Source: an optimization exercise on an open RTL-to-GDS flow (aim: small area). Production flows keep margins and buffers that such runs may drop.
Function was checked by simulation only, so behaviour that the tests miss may differ from the original.
No activity file was given, so power comes from the tool's default toggle rates.

[design/flow/flow/run.sh]
#!/bin/bash
# Layout flow: the standard synthesis, then its combinational logic re-mapped for
# area (flip-flops untouched), then the standard ORFS layout steps with
# small port buffers and a lighter clock tree. Each tool's output goes to a log here.
set -euo pipefail
R=$PWD/orfs/results/sky130hd/Ghostbox/base
LIB=$FLOW_HOME/platforms/sky130hd/lib/sky130_fd_sc_hd__tt_025C_1v80.lib
ABCSCRIPT=""; DEEPT=300
export BUFFER_PORTS_ARGS="-buffer_cell sky130_fd_sc_hd__buf_1"
export CTS_ARGS="-sink_clustering_enable -repair_clock_nets -dont_use_dummy_load"
[ -f flow/params.sh ] && source flow/params.sh
bash standard.sh synth > synth.log 2>&1
cp "$R/1_2_yosys.v" std_1_2_yosys.v
ABCSCRIPT="$ABCSCRIPT" bash flow/reopt.sh std_1_2_yosys.v "$R/1_2_yosys.v" "$LIB" "$DEEPT" > reopt.log 2>&1
rm -f "$R/1_synth.odb" "$R/1_synth.sdc"
bash standard.sh finish > layout.log 2>&1
[design/flow/flow/reopt.sh]
#!/bin/bash
# reopt.sh IN.v OUT.v LIB SECONDS : re-optimise the combinational logic of a mapped
# netlist with ABC deepsyn, keeping every flip-flop instance (name, cell, pins) as is.
set -euo pipefail
IN=$(realpath "$1"); OUT=$2; LIB=$3; T=${4:-120}
DU="sky130_fd_sc_hd__probe_p_8 sky130_fd_sc_hd__probec_p_8 sky130_fd_sc_hd__lpflow_bleeder_1 sky130_fd_sc_hd__lpflow_clkbufkapwr_1 sky130_fd_sc_hd__lpflow_clkbufkapwr_16 sky130_fd_sc_hd__lpflow_clkbufkapwr_2 sky130_fd_sc_hd__lpflow_clkbufkapwr_4 sky130_fd_sc_hd__lpflow_clkbufkapwr_8 sky130_fd_sc_hd__lpflow_clkinvkapwr_1 sky130_fd_sc_hd__lpflow_clkinvkapwr_16 sky130_fd_sc_hd__lpflow_clkinvkapwr_2 sky130_fd_sc_hd__lpflow_clkinvkapwr_4 sky130_fd_sc_hd__lpflow_clkinvkapwr_8 sky130_fd_sc_hd__lpflow_decapkapwr_12 sky130_fd_sc_hd__lpflow_decapkapwr_3 sky130_fd_sc_hd__lpflow_decapkapwr_4 sky130_fd_sc_hd__lpflow_decapkapwr_6 sky130_fd_sc_hd__lpflow_decapkapwr_8 sky130_fd_sc_hd__lpflow_inputiso0n_1 sky130_fd_sc_hd__lpflow_inputiso0p_1 sky130_fd_sc_hd__lpflow_inputiso1n_1 sky130_fd_sc_hd__lpflow_inputiso1p_1 sky130_fd_sc_hd__lpflow_inputisolatch_1 sky130_fd_sc_hd__lpflow_isobufsrc_1 sky130_fd_sc_hd__lpflow_isobufsrc_16 sky130_fd_sc_hd__lpflow_isobufsrc_2 sky130_fd_sc_hd__lpflow_isobufsrc_4 sky130_fd_sc_hd__lpflow_isobufsrc_8 sky130_fd_sc_hd__lpflow_isobufsrckapwr_16 sky130_fd_sc_hd__lpflow_lsbuf_lh_hl_isowell_tap_1 sky130_fd_sc_hd__lpflow_lsbuf_lh_hl_isowell_tap_2 sky130_fd_sc_hd__lpflow_lsbuf_lh_hl_isowell_tap_4 sky130_fd_sc_hd__lpflow_lsbuf_lh_isowell_4 sky130_fd_sc_hd__lpflow_lsbuf_lh_isowell_tap_1 sky130_fd_sc_hd__lpflow_lsbuf_lh_isowell_tap_2 sky130_fd_sc_hd__lpflow_lsbuf_lh_isowell_tap_4 sky130_fd_sc_hd__fill_1 sky130_fd_sc_hd__fill_2 sky130_fd_sc_hd__fill_4 sky130_fd_sc_hd__fill_8 sky130_fd_sc_hd__einvn_0 sky130_fd_sc_hd__einvn_1 sky130_fd_sc_hd__einvn_2 sky130_fd_sc_hd__einvn_4 sky130_fd_sc_hd__einvn_8 sky130_fd_sc_hd__einvp_1 sky130_fd_sc_hd__einvp_2 sky130_fd_sc_hd__einvp_4 sky130_fd_sc_hd__einvp_8 sky130_fd_sc_hd__ebufn_1 sky130_fd_sc_hd__ebufn_2 sky130_fd_sc_hd__ebufn_4 sky130_fd_sc_hd__ebufn_8"
DUA=""
for c in $DU; do DUA="$DUA -dont_use $c"; done
run_one() {
W=$1; S=$2
mkdir -p "$W"
echo "$S" | tr ';' '\n' > "$W/deep.abc"
cat > "$W/ff.v" <<EOF
(* blackbox *)
module sky130_fd_sc_hd__dfxtp_1(input CLK, input D, output Q);
endmodule
EOF
cat > "$W/reopt.ys" <<EOF
read_verilog -lib $W/ff.v
read_liberty -ignore_redef -ignore_miss_func $LIB
read_verilog $IN
hierarchy -top Ghostbox
flatten
opt_clean -purge
tee -o $W/before.txt stat -liberty $LIB
abc -liberty $LIB $DUA -script $W/deep.abc
read_liberty -lib -ignore_redef $LIB
opt_clean -purge
hilomap -singleton -hicell sky130_fd_sc_hd__conb_1 HI -locell sky130_fd_sc_hd__conb_1 LO
insbuf -buf sky130_fd_sc_hd__buf_4 A X
splitnets
opt_clean -purge
check -assert
tee -o $W/after.txt stat -liberty $LIB
write_verilog -noattr -nohex -nodec $W/out.v
EOF
yosys -q -l "$W/yosys.log" "$W/reopt.ys"
awk '/Chip area/ {print $NF}' "$W/after.txt" > "$W/area.txt"
}
# candidate scripts: deepsyn with different seeds, then different mappers
SCRIPTS=(
"strash;&get -n;&deepsyn -T $T -S 1;&put;dch -p;amap;topo"
"strash;&get -n;&deepsyn -T $T -S 2;&put;amap;topo"
"strash;&get -n;&deepsyn -T $T -S 3;&put;dc2;dch;amap;topo"
"strash;&get -n;&deepsyn -T $T -S 4;&put;dch;map -a;topo"
)
if [ -n "${ABCSCRIPT:-}" ]; then SCRIPTS=("$ABCSCRIPT"); fi
B=$(mktemp -d "$PWD/reopt.XXXX")
i=0
for S in "${SCRIPTS[@]}"; do
  run_one "$B/c$i" "$S" > "$B/c$i.log" 2>&1 &
  i=$((i+1))
done
wait
best=""; ba=""
for d in "$B"/c*/; do
  [ -s "$d/area.txt" ] || continue
  a=$(cat "$d/area.txt"); echo "candidate $d: $a ($(head -c 300 "$d/deep.abc" | tr '\n' ';'))"
  if [ -z "$ba" ] || awk "BEGIN{exit !($a < $ba)}"; then ba=$a; best=$d; fi
done
[ -n "$best" ] || { echo "no candidate"; exit 1; }
echo "best: $best $ba"
grep "Chip area" "$best/before.txt"
cp "$best/out.v" "$OUT"
[design/flow/standard.sh]
#!/bin/bash
# synth_recipe.tcl (not shown) runs the flow's synth.tcl, then flattens the netlist and writes it again
# the make line also repeats each setting of config.mk as NAME=value (left out here)
make -C /OpenROAD-flow-scripts/flow DESIGN_CONFIG=/design/flow/config.mk WORK_HOME=/design/flow/orfs CLKGATE_MAP_FILE= SYNTH_SCRIPT=/design/flow/synth_recipe.tcl "${@:-finish}"
[design/flow/config.mk]
export PLATFORM = sky130hd
export DESIGN_NAME = Ghostbox
export DESIGN_NICKNAME = Ghostbox
export VERILOG_FILES = /design/flow/design.v
export SDC_FILE = /design/flow/constraint.sdc
export NUM_CORES = 4
export LEC_CHECK = 0
export CAP_MARGIN = 20
export CORE_MARGIN = 2
export CORE_UTILIZATION = 70
export PLACE_DENSITY = 0.85
export SLEW_MARGIN = 20
[design/flow/constraint.sdc]
create_clock -name core_clock -period 80.0 [get_ports {i_clk}]
set_input_delay 16.0000 -clock core_clock [delete_from_list [all_inputs] [get_ports {i_clk}]]
set_output_delay 16.0000 -clock core_clock [all_outputs]
set_load 0.01 [all_outputs]
[design/flow/design.v]
module clickingNoise(i_clk, o_led, i_sel, i_rst);
  input i_clk;
  input [3:0] i_sel;
  output reg o_led;
  input i_rst;
  reg [19:0] r_lo;    
  wire [19:0] lo = r_lo ^ 20'b10101010101010101010;
  reg [11:0] r_hi;
  reg r_on;
  wire lo_z = ~|lo[18:0];
  wire carry = lo[19] & lo_z;
  wire lo_ge;
  gb_limit LIMIT_INST({i_sel, r_hi[5:0]}, lo_ge);
  wire ge = (i_sel == 4'd0) ? (&r_hi[11:6] & lo_ge) : (|r_hi[11:6] | lo_ge);
  wire [11:0] hi_c;
  assign hi_c[0] = carry;
  genvar gi;
  generate for (gi = 1; gi < 12; gi = gi + 1) begin : hi_chain
    assign hi_c[gi] = hi_c[gi-1] & r_hi[gi-1];
  end endgenerate
  wire done = r_on & ge;
  always @(posedge i_clk) begin
    if (i_rst) begin
      r_lo <= 20'b11001011110010110101;
      r_hi <= 12'hFFF;
      r_on <= 1'b0;
      o_led <= 1'b0;
    end else begin
      o_led <= r_on | (o_led & ~lo[4]);
      if (done) begin
        r_lo <= 20'b10011010000110100101;
        r_hi <= 12'hFFF;
        r_on <= 1'b0;
      end else begin
        r_lo <= {lo[18:0], lo[19] ^ lo[16] ^ lo_z} ^ 20'b10101010101010101010;
        r_hi <= r_hi ^ hi_c;
        if (carry) r_on <= 1'b1;
      end
    end
  end
endmodule
module gb_limit(input [9:0] x, output [0:0] z);
  wire new_n12, new_n13, new_n14, new_n15, new_n16, new_n17, new_n18,
    new_n19, new_n20, new_n21, new_n22, new_n23, new_n24, new_n25, new_n26,
    new_n27, new_n28, new_n29, new_n30, new_n31, new_n32, new_n33, new_n34,
    new_n35, new_n36, new_n37, new_n38, new_n39, new_n40, new_n41, new_n42,
    new_n43, new_n44, new_n45, new_n46, new_n47;
  assign new_n12 = ~x[5] & ~x[3];
  assign new_n13 = x[2] & x[1];
  assign new_n14 = x[0] & new_n13;
  assign new_n15 = ~x[2] & ~x[1];
  assign new_n16 = ~x[7] & new_n15;
  assign new_n17 = x[6] & ~new_n16;
  assign new_n18 = ~x[3] & ~new_n17;
  assign new_n19 = ~x[7] & ~x[6];
  assign new_n20 = ~new_n14 & new_n19;
  assign new_n21 = ~x[6] & ~x[0];
  assign new_n22 = new_n15 & new_n21;
  assign new_n23 = ~x[7] & ~x[5];
  assign new_n24 = ~new_n22 & ~new_n23;
  assign new_n25 = ~new_n20 & new_n24;
  assign new_n26 = ~new_n18 & new_n25;
  assign new_n27 = new_n14 & new_n26;
  assign new_n28 = new_n12 & ~new_n27;
  assign new_n29 = ~x[2] & new_n23;
  assign new_n30 = ~new_n17 & new_n29;
  assign new_n31 = x[8] & ~new_n30;
  assign new_n32 = ~new_n28 & new_n31;
  assign new_n33 = ~x[8] & ~new_n26;
  assign new_n34 = x[9] & x[2];
  assign new_n35 = ~x[4] & ~new_n34;
  assign new_n36 = ~new_n33 & ~new_n35;
  assign new_n37 = x[7] & x[5];
  assign new_n38 = ~x[9] & ~new_n37;
  assign new_n39 = x[8] & x[1];
  assign new_n40 = ~x[2] & ~new_n39;
  assign new_n41 = x[0] & ~new_n19;
  assign new_n42 = ~new_n40 & new_n41;
  assign new_n43 = ~x[4] & ~new_n13;
  assign new_n44 = new_n12 & new_n43;
  assign new_n45 = ~new_n42 & new_n44;
  assign new_n46 = ~new_n38 & ~new_n45;
  assign new_n47 = ~new_n36 & ~new_n46;
  assign z[0] = new_n32 | ~new_n47;
endmodule
module UARTrx (
    input        i_Clock,
    input        i_RX_Serial,
    output [7:0] o_RX_Byte,
    input        i_Rst
);
  localparam [3:0] IDLE = 4'b0000, START = 4'b0001, STOP = 4'b0010, CLEANUP = 4'b0011;
  reg [3:0] r_st;
  reg [12:0] r_cnt;    
  wire [12:0] cnt = r_cnt ^ 13'b0101010101010;
  reg [7:0] r_byte;
  wire tick = ~cnt[0] & ~cnt[2] & cnt[4] & ~cnt[7] & ~cnt[8] & ~cnt[9] & ~cnt[10] & cnt[11] & ~cnt[12];
  wire [12:0] cnt_step = {cnt[11:0], cnt[12] ^ cnt[5]};
  always @(posedge i_Clock) begin
    if (r_st == IDLE) r_cnt <= 13'b0100100001110;
    else if (tick) r_cnt <= 13'b0101001001110;
    else r_cnt <= cnt_step ^ 13'b0101010101010;
  end
  always @(posedge i_Clock) begin
    if (i_Rst) begin
      r_st <= IDLE;
      r_byte <= 8'd0;
    end else begin
      case (r_st)
        IDLE: if (!i_RX_Serial) r_st <= START;
        START: if (tick) r_st <= i_RX_Serial ? IDLE : 4'b1000;
        STOP: if (tick) r_st <= CLEANUP;
        CLEANUP: r_st <= IDLE;
        default: if (tick) begin
          r_byte[r_st[2:0]] <= i_RX_Serial;
          r_st <= (r_st == 4'b1111) ? STOP : {1'b1, r_st[2] ^ (r_st[1] & r_st[0]), r_st[1] ^ r_st[0], ~r_st[0]};
        end
      endcase
    end
  end
  assign o_RX_Byte = r_byte;
endmodule
module SEVEN_SEG(i_clk, o_led, o_led2, o_led3, o_seg, num, i_rst);
  input wire i_clk;
  output wire o_led;
  output wire o_led2;
  output wire o_led3;
  output wire [6:0] o_seg;
  input [7:0] num;
  input wire i_rst;
  reg [10:0] r_pre;    
  wire [10:0] pre = r_pre ^ 11'b01010101010;
  reg [1:0] r_sel;
  reg [3:0] bcd;
  reg [3:0] r_prev;    
  wire pre_z = ~|pre[9:0];
  wire pre_carry = pre[10] & pre_z;
  always @(posedge i_clk) begin
    if (i_rst) begin
      r_pre <= 11'b01010101010;
      r_sel <= 2'd0;
    end else begin
      r_pre <= {pre[9:0], pre[10] ^ pre[8] ^ pre_z} ^ 11'b01010101010;
      r_sel <= {r_sel[1] ^ (pre_carry & r_sel[0]), r_sel[0] ^ pre_carry};
    end
  end
  wire [3:0] digit;
  gb_digit DIGIT_INST({r_sel, num}, digit);
  always @(posedge i_clk) begin
    if (i_rst) begin
      bcd <= 4'd0;
      r_prev <= 4'd8;
    end else if (r_sel != 2'b00) begin
      bcd <= digit;
      r_prev <= bcd;
    end
  end
  gb_sevseg SEG_INST(r_prev, o_seg);
  assign o_led = !(r_sel == 2'b11);
  assign o_led2 = !(r_sel == 2'b01);
  assign o_led3 = !(r_sel == 2'b10);
endmodule
module gb_digit(input [9:0] x, output [3:0] z);
  wire new_n15, new_n16, new_n17, new_n18, new_n19, new_n20, new_n21,
    new_n22, new_n23, new_n24, new_n25, new_n26, new_n27, new_n28, new_n29,
    new_n30, new_n31, new_n32, new_n33, new_n34, new_n35, new_n36, new_n37,
    new_n38, new_n39, new_n40, new_n41, new_n42, new_n43, new_n44, new_n45,
    new_n46, new_n47, new_n48, new_n49, new_n50, new_n51, new_n52, new_n53,
    new_n54, new_n55, new_n56, new_n57, new_n58, new_n59, new_n60, new_n61,
    new_n62, new_n63, new_n64, new_n65, new_n66, new_n67, new_n68, new_n69,
    new_n70, new_n71, new_n72, new_n73, new_n74, new_n75, new_n76, new_n77,
    new_n78, new_n79, new_n80, new_n81, new_n82, new_n83, new_n84, new_n85,
    new_n86, new_n87, new_n88, new_n89, new_n90, new_n91, new_n92, new_n93,
    new_n94, new_n95, new_n96, new_n97, new_n98, new_n99, new_n100,
    new_n101, new_n102, new_n103, new_n105, new_n106, new_n107, new_n108,
    new_n109, new_n110, new_n111, new_n112, new_n113, new_n114, new_n115,
    new_n116, new_n117, new_n118, new_n119, new_n121, new_n122, new_n123,
    new_n124, new_n125, new_n126, new_n127, new_n128, new_n129, new_n130,
    new_n131, new_n132, new_n133, new_n134, new_n135, new_n136, new_n137,
    new_n139, new_n140, new_n141, new_n142, new_n143, new_n144, new_n145,
    new_n146, new_n147, new_n148, new_n149, new_n150;
  assign new_n15 = ~x[5] & ~x[4];
  assign new_n16 = ~x[3] & new_n15;
  assign new_n17 = ~x[9] & new_n16;
  assign new_n18 = x[7] & ~new_n17;
  assign new_n19 = x[6] & ~new_n18;
  assign new_n20 = ~x[4] & x[2];
  assign new_n21 = x[6] & new_n20;
  assign new_n22 = x[4] & ~x[2];
  assign new_n23 = ~x[6] & new_n22;
  assign new_n24 = x[5] & ~x[3];
  assign new_n25 = ~new_n23 & new_n24;
  assign new_n26 = ~new_n21 & new_n25;
  assign new_n27 = ~x[5] & x[3];
  assign new_n28 = x[6] & ~new_n22;
  assign new_n29 = ~new_n20 & ~new_n28;
  assign new_n30 = new_n27 & ~new_n29;
  assign new_n31 = ~new_n24 & ~new_n27;
  assign new_n32 = new_n23 & new_n31;
  assign new_n33 = ~new_n30 & ~new_n32;
  assign new_n34 = ~new_n26 & new_n33;
  assign new_n35 = ~x[1] & new_n34;
  assign new_n36 = ~new_n22 & ~new_n31;
  assign new_n37 = ~new_n20 & ~new_n27;
  assign new_n38 = ~new_n36 & ~new_n37;
  assign new_n39 = x[6] & ~new_n38;
  assign new_n40 = ~new_n20 & ~new_n22;
  assign new_n41 = ~new_n24 & ~new_n40;
  assign new_n42 = ~new_n22 & new_n24;
  assign new_n43 = ~new_n41 & ~new_n42;
  assign new_n44 = ~new_n31 & new_n43;
  assign new_n45 = ~x[6] & ~new_n44;
  assign new_n46 = ~new_n39 & ~new_n45;
  assign new_n47 = ~new_n35 & ~new_n46;
  assign new_n48 = x[9] & ~new_n47;
  assign new_n49 = x[1] & ~new_n34;
  assign new_n50 = ~new_n35 & ~new_n49;
  assign new_n51 = new_n29 & ~new_n31;
  assign new_n52 = ~new_n29 & new_n31;
  assign new_n53 = ~x[1] & ~new_n52;
  assign new_n54 = ~new_n51 & new_n53;
  assign new_n55 = ~new_n50 & ~new_n54;
  assign new_n56 = new_n48 & ~new_n55;
  assign new_n57 = ~new_n19 & ~new_n56;
  assign new_n58 = ~x[3] & ~x[2];
  assign new_n59 = x[4] & ~new_n58;
  assign new_n60 = ~x[9] & new_n59;
  assign new_n61 = ~x[1] & ~new_n38;
  assign new_n62 = new_n20 & new_n27;
  assign new_n63 = x[1] & ~new_n62;
  assign new_n64 = x[9] & ~new_n63;
  assign new_n65 = ~new_n61 & new_n64;
  assign new_n66 = ~x[7] & x[1];
  assign new_n67 = new_n24 & new_n66;
  assign new_n68 = new_n40 & new_n67;
  assign new_n69 = ~x[7] & ~new_n68;
  assign new_n70 = ~new_n65 & new_n69;
  assign new_n71 = ~new_n60 & ~new_n70;
  assign new_n72 = ~x[4] & new_n58;
  assign new_n73 = x[5] & ~new_n72;
  assign new_n74 = ~x[9] & ~new_n15;
  assign new_n75 = ~new_n73 & new_n74;
  assign new_n76 = ~new_n71 & ~new_n75;
  assign new_n77 = ~new_n57 & ~new_n76;
  assign new_n78 = x[7] & ~x[1];
  assign new_n79 = new_n38 & new_n78;
  assign new_n80 = new_n43 & new_n66;
  assign new_n81 = new_n62 & ~new_n66;
  assign new_n82 = ~new_n27 & new_n40;
  assign new_n83 = ~new_n24 & new_n78;
  assign new_n84 = ~new_n67 & ~new_n83;
  assign new_n85 = new_n82 & new_n84;
  assign new_n86 = ~new_n81 & ~new_n85;
  assign new_n87 = ~new_n80 & new_n86;
  assign new_n88 = ~new_n79 & new_n87;
  assign new_n89 = x[9] & ~new_n88;
  assign new_n90 = ~x[6] & new_n89;
  assign new_n91 = x[6] & x[5];
  assign new_n92 = ~x[6] & ~x[5];
  assign new_n93 = ~new_n91 & ~new_n92;
  assign new_n94 = x[7] & new_n93;
  assign new_n95 = ~x[9] & ~new_n94;
  assign new_n96 = x[6] & ~new_n89;
  assign new_n97 = ~new_n95 & ~new_n96;
  assign new_n98 = ~new_n90 & new_n97;
  assign new_n99 = ~x[7] & ~new_n55;
  assign new_n100 = ~new_n19 & new_n76;
  assign new_n101 = ~new_n99 & new_n100;
  assign new_n102 = new_n98 & new_n101;
  assign new_n103 = ~new_n77 & ~new_n102;
  assign z[3] = x[8] & ~new_n103;
  assign new_n105 = new_n98 & new_n103;
  assign new_n106 = x[8] & new_n105;
  assign new_n107 = ~x[4] & ~new_n93;
  assign new_n108 = ~new_n30 & new_n107;
  assign new_n109 = ~x[9] & x[8];
  assign new_n110 = x[4] & new_n30;
  assign new_n111 = new_n109 & ~new_n110;
  assign new_n112 = ~new_n108 & new_n111;
  assign new_n113 = x[6] & x[4];
  assign new_n114 = ~new_n92 & ~new_n113;
  assign new_n115 = ~x[7] & ~new_n114;
  assign new_n116 = ~x[4] & new_n24;
  assign new_n117 = ~new_n94 & ~new_n116;
  assign new_n118 = ~new_n115 & new_n117;
  assign new_n119 = new_n112 & new_n118;
  assign z[2] = new_n106 | new_n119;
  assign new_n121 = ~new_n105 & new_n112;
  assign new_n122 = x[9] & x[8];
  assign new_n123 = ~new_n55 & new_n122;
  assign new_n124 = ~new_n121 & ~new_n123;
  assign new_n125 = x[6] & ~new_n16;
  assign new_n126 = ~x[8] & ~new_n125;
  assign new_n127 = x[7] & ~new_n126;
  assign new_n128 = new_n124 & new_n127;
  assign new_n129 = new_n34 & new_n59;
  assign new_n130 = ~x[6] & x[3];
  assign new_n131 = ~x[4] & ~new_n130;
  assign new_n132 = ~x[9] & ~new_n131;
  assign new_n133 = ~new_n129 & new_n132;
  assign new_n134 = ~new_n127 & ~new_n133;
  assign new_n135 = ~new_n48 & new_n134;
  assign new_n136 = new_n103 & new_n135;
  assign new_n137 = ~new_n124 & new_n136;
  assign z[1] = new_n128 | new_n137;
  assign new_n139 = new_n34 & new_n109;
  assign new_n140 = ~new_n54 & new_n139;
  assign new_n141 = new_n127 & ~new_n140;
  assign new_n142 = x[1] & new_n46;
  assign new_n143 = new_n34 & ~new_n142;
  assign new_n144 = new_n109 & ~new_n143;
  assign new_n145 = ~x[8] & new_n91;
  assign new_n146 = ~new_n72 & new_n145;
  assign new_n147 = ~x[7] & ~new_n146;
  assign new_n148 = ~new_n144 & new_n147;
  assign new_n149 = ~new_n141 & ~new_n148;
  assign new_n150 = x[0] & new_n122;
  assign z[0] = new_n149 | new_n150;
endmodule
module gb_sevseg(input [3:0] x, output [6:0] z);
  wire new_n12, new_n13, new_n14, new_n15, new_n16, new_n17, new_n18,
    new_n19, new_n21, new_n22, new_n24, new_n26;
  assign new_n12 = ~x[3] & x[0];
  assign new_n13 = ~x[1] & ~new_n12;
  assign new_n14 = ~x[2] & ~x[1];
  assign new_n15 = x[3] & ~new_n14;
  assign new_n16 = ~x[3] & new_n14;
  assign new_n17 = ~new_n15 & ~new_n16;
  assign new_n18 = ~new_n13 & new_n17;
  assign new_n19 = ~new_n12 & new_n14;
  assign z[6] = ~new_n18 & ~new_n19;
  assign new_n21 = x[2] & x[1];
  assign new_n22 = x[0] & new_n21;
  assign z[3] = z[6] | new_n22;
  assign new_n24 = x[2] & ~z[3];
  assign z[5] = new_n15 | new_n24;
  assign new_n26 = ~new_n13 & ~new_n24;
  assign z[1] = new_n15 | new_n26;
  assign z[4] = ~new_n12 & z[1];
  assign z[2] = x[0] | z[6];
  assign z[0] = ~new_n17 | new_n22;
endmodule
module Ghostbox(i_clk, o_buzzer, i_uart_serial, i_mode, o_sel1, o_sel10, o_sel100, o_sevseg, i_rst);
  input [1:0] i_mode;
  input i_uart_serial;
  input i_clk;
  input i_rst;
  output o_sel1;
  output o_sel10;
  output o_sel100;
  output [6:0] o_sevseg;
  output o_buzzer;
  wire [7:0] w_byte;
  reg [3:0] r_buzz_freq;
  reg [7:0] r_sevseg_num;
  clickingNoise CLICKER_INST(i_clk, o_buzzer, r_buzz_freq, i_rst);
  UARTrx UARTRX_INST(i_clk, i_uart_serial, w_byte, i_rst);
  SEVEN_SEG SEV_SEG_INST(i_clk, o_sel1, o_sel10, o_sel100, o_sevseg, r_sevseg_num, i_rst);
  always @(posedge i_clk) begin
    if (i_rst) begin
      r_buzz_freq <= 4'd1;
      r_sevseg_num <= 8'd0;
    end else begin
      if (i_mode[0]) r_sevseg_num <= w_byte;
      if (i_mode[1]) r_buzz_freq <= w_byte[3:0];
    end
  end
endmodule
==> run summary <==
## worst max-delay path: cells and delay by family
kind | cells | cell delay (ps)
buffers and inverters | 3 | 760
and+or+nand+nor | 1 | 790
AOI/OAI and AO/OA | 2 | 320
## layout by cell type (no fill, tap or decap), types with 4 or more instances in the layout
cell type and count:
nand2_1 61, a211oi_1 4, nor2_1 79, buf_1 15, nor3_1 13, nand3_1 6, o22ai_1 20, o21ai_0 40
a21oi_1 23, dfxtp_1 92, clkinv_1 55, or4_1 4, clkbuf_8 9
## how the worst min path moves through the flow
stage                                          start                          endpoint  slack, ps  cells after the start
floorplan           CLICKER_INST.r_lo[12]$_SDFF_PP1_  CLICKER_INST.r_lo[13]$_SDFF_PP1_        350                      1
global placement     UARTRX_INST.r_cnt[7]$_SDFF_PP0_   UARTRX_INST.r_cnt[8]$_SDFF_PP1_        360                      1
detailed placement   UARTRX_INST.r_cnt[7]$_SDFF_PP0_   UARTRX_INST.r_cnt[8]$_SDFF_PP1_        360                      1
CTS                 CLICKER_INST.r_lo[12]$_SDFF_PP1_  CLICKER_INST.r_lo[13]$_SDFF_PP1_        370                      1
global route        CLICKER_INST.r_lo[12]$_SDFF_PP1_  CLICKER_INST.r_lo[13]$_SDFF_PP1_        380                      1
finish              CLICKER_INST.r_lo[12]$_SDFF_PP1_  CLICKER_INST.r_lo[13]$_SDFF_PP1_        370                      1
## layer usage
| metal | vias up | routed length (um) |
|---|---|---|
| li1 | 1583 | - |
| met1 | 1382 | 3260 |
| met2 | 82 | 3280 |
| met3 | 19 | 288 |
| met4 | 0 | 145 |
| met5 | - | 0 |
## power by group through the flow
stage / Combinational, uW / Sequential [uW] / Clock [uW]
2_1_floorplan: 1.62 / 48.4 / 0
3_3_place_gp: 2.26 / 48.6 / 0
3_5_place_dp: 2.36 / 48.6 / 0
4_1_cts: 2.39 / 47.6 / 23.6
5_1_grt: 2.74 / 47.7 / 25.6
6_report: 2.38 / 47.6 / 23.5
## through the flow
step           worst slack (ps)  hold WS (ps)  area, sq um
2_1_floorplan             62800           352         3570
3_3_place_gp              62160           362         3670
3_5_place_dp              62040           365         3670
4_1_cts                   62350           372         3800
5_1_grt                   62180           377         3800
6_report                  62350           371         3800
## flip-flops by register name, summed over array words and instances (netlist names), 2 cells and up
signal / count
CLICKER_INST.r_lo: 20
UARTRX_INST.r_cnt: 13
CLICKER_INST.r_hi: 12
SEV_SEG_INST.r_pre: 11
UARTRX_INST.r_byte: 8
r_sevseg_num: 8
SEV_SEG_INST.bcd: 4
SEV_SEG_INST.r_prev: 4
UARTRX_INST.r_st: 4
r_buzz_freq: 4
SEV_SEG_INST.r_sel: 2
## area by class of cell
class                           instances  area (sq um)
Sequential cell                        92          1840
Multi-Input combinational cell        294          1470
Inverter                               55           206
Fill cell                             402          1210
Tap cell                               70          87.6
Timing Repair Buffer                   16          63.8
Clock buffer                            9           124
==> reports/qor.txt <==
===============================================================================================
DRC violations left ..............................................................            0
Number of top-level pins .........................................................           16
Number of sinks handled by clock tree synthesis ..................................           92
Number of instances in the synthesized netlist ...................................          448
CTS H-Tree Depth .................................................................            3
TritonCTS clock tree .............................................................        built
Fraction of layout cells with a size suffix above 1 ..............................       0.0215
Worst slew slack as a fraction of its limit ......................................        0.330
Peak ir drop on the vdd network ..................................................      14.1 uV
Time the worst path needs with I/O delays and setup ..............................     17650 ps
Start point of the critical path .................................................        i_rst
Relative contribution of sequential cells to total power .........................        0.648
Layer with the highest usage .....................................................         met2
Total clock buffers created by CTS ...............................................            9
GR Util met3 .....................................................................       0.0635
Resized cells post-CTS ...........................................................            0
Power Density .................................................................... 19.3 mW/mm^2
Grt met2 use .....................................................................        0.436
Total standard cell area after synthesis ......................................... 0.00357 sq mm
Placed Cells .....................................................................          527
Period Utilization, post-route ...................................................        0.221
Net switching power ..............................................................      15.6 uW
Via count of the first global-routing pass .......................................         2690
Switching Share ..................................................................        0.213
Setup skew after layout ..........................................................      21.4 ps
DRT iter0 DRCs ...................................................................          206
Required time of the critical path ...............................................     80230 ps
First-pass GRT wire length .......................................................      11.4 mm
Clock network power share ........................................................        0.319
Arrival @ worst endpoint .........................................................     17880 ps
Cell chain of the critical path .................................................. buf_1, buf_4, nor2_1, clkinv_1, a21oi_1, o21ai_0
Total power after layout .........................................................      73.4 uW
Routing usage on met1 ............................................................        0.328
Setup Buffers After CTS ..........................................................            0
Internal power component .........................................................      57.8 uW
Input/output buffers .............................................................           15
Buffers from clock root to sink, at most .........................................            2
Result of the run ................................................................  timing/DRC/antenna clean
Antenna violations before repair .................................................            0
Number of nets still failing antenna checks after routing ........................            0
Final number of max-transition violations ........................................            0
Final Setup Violations ...........................................................            0
Chip width .......................................................................      75.5 um
Clock Root Buffer ................................................................     clkbuf_8
Worst setup path endpoint ........................................................ CLICKER_INST.r_hi[11]$_SDFF_PP1_
Count of max-cap constraint violations ...........................................            0
Detailed placer's ending HPWL ....................................................      4.97 mm
Wirelength per Cell ..............................................................      13.0 um
Cts-stage hold buffer count ......................................................            0
Post-synthesis to final-layout area growth .......................................        6.23%
Vias per inst ....................................................................         5.72
Total routing resource utilization after global routing ..........................        0.264
Largest net degree at the start of global routing ................................           25
Least-Margin Pin Slew ............................................................      1000 ps
Count of vias placed by the detailed router ......................................         3066
Starting density of the core .....................................................        0.713
Reg-to-reg critical path endpoint ................................................ CLICKER_INST.r_hi[11]$_SDFF_PP1_
Wirelength, routed ...............................................................      6.98 mm
Library cell contributing the largest single delay on the critical path ..........       nor2_1
Worst-skew pair later-pin latency ................................................       360 ps
# rows ...........................................................................           26
Share of the core filled with cells ..............................................        0.758
Highest clock rate ...............................................................   0.0567 GHz
Critical setup path kind .........................................................    in -> reg
Area of the placeable core ....................................................... 0.00501 sq mm
Total iterations of the first detailed-routing run ...............................            4
Number of nets produced by synthesis .............................................          453
Fin nets .........................................................................          473
Max stage delay on crit path .....................................................       790 ps
Grt total ovfl ...................................................................            0
Per-instance average area after synthesis ........................................   7.98 sq um
Die area ......................................................................... 0.00569 sq mm
Slack of the worst reg-to-reg path ...............................................     75740 ps
Final-layout setup total negative slack ..........................................         0 ps
Category of the worst setup path launch point ....................................    input pin
Leakage power of the design ......................................................   0.00137 uW
Die Height .......................................................................      75.5 um
Share of power burned in combinational logic .....................................        0.032
Reg2Reg Depth ....................................................................           11
Endpoints failing hold ...........................................................            0
Routability congestion estimate from global placement ............................        0.846
Clock input transition at the sequential cells of the worst setup and hold paths .        80 ps
Number of standard cells in the final layout excluding fillers ...................          536
CP max FO ........................................................................           24
# diodes .........................................................................            0
Launch instance of the worst register-to-register path ........................... CLICKER_INST.r_hi[9]$_SDFF_PP1_
Class of the tightest hold or removal check ......................................   reg -> reg
Warnings, synthesis ..............................................................            4
Category of the worst setup path capture point ...................................         flop
Setup repair after global routing missed its margin ..............................        false
===============================================================================================

afterwards: timing with drivers on the ports:
The flow's constraints put no driver on any port. The routed layout listed below was extracted and timed again, unchanged, in two steps.
Step 1 (the two cells are an assumption about what drives the block):
set clk [get_ports {i_clk}]
set_driving_cell -lib_cell sky130_fd_sc_hd__clkbuf_16 $clk
set_driving_cell -lib_cell sky130_fd_sc_hd__buf_2 [delete_from_list [all_inputs] $clk]
Step 2 times the ports against the registers' clock, not the clock port: input delays grow and output delays shrink by t, the midpoint of the rising clock arrivals with the driver on.
Three values: no drivers, after step 1, after step 2; two values: the first two.
t, ns: 0.376
setup WS [ns]: 62.350 / 62.326 / 61.984
worst setup path after step 2: input to register
cell pins on the clock port's net: 1
After both steps setup and hold are still met in this run. The setup slack of this run moves by -0.024 ns with the drivers and by -0.366 ns with both steps.
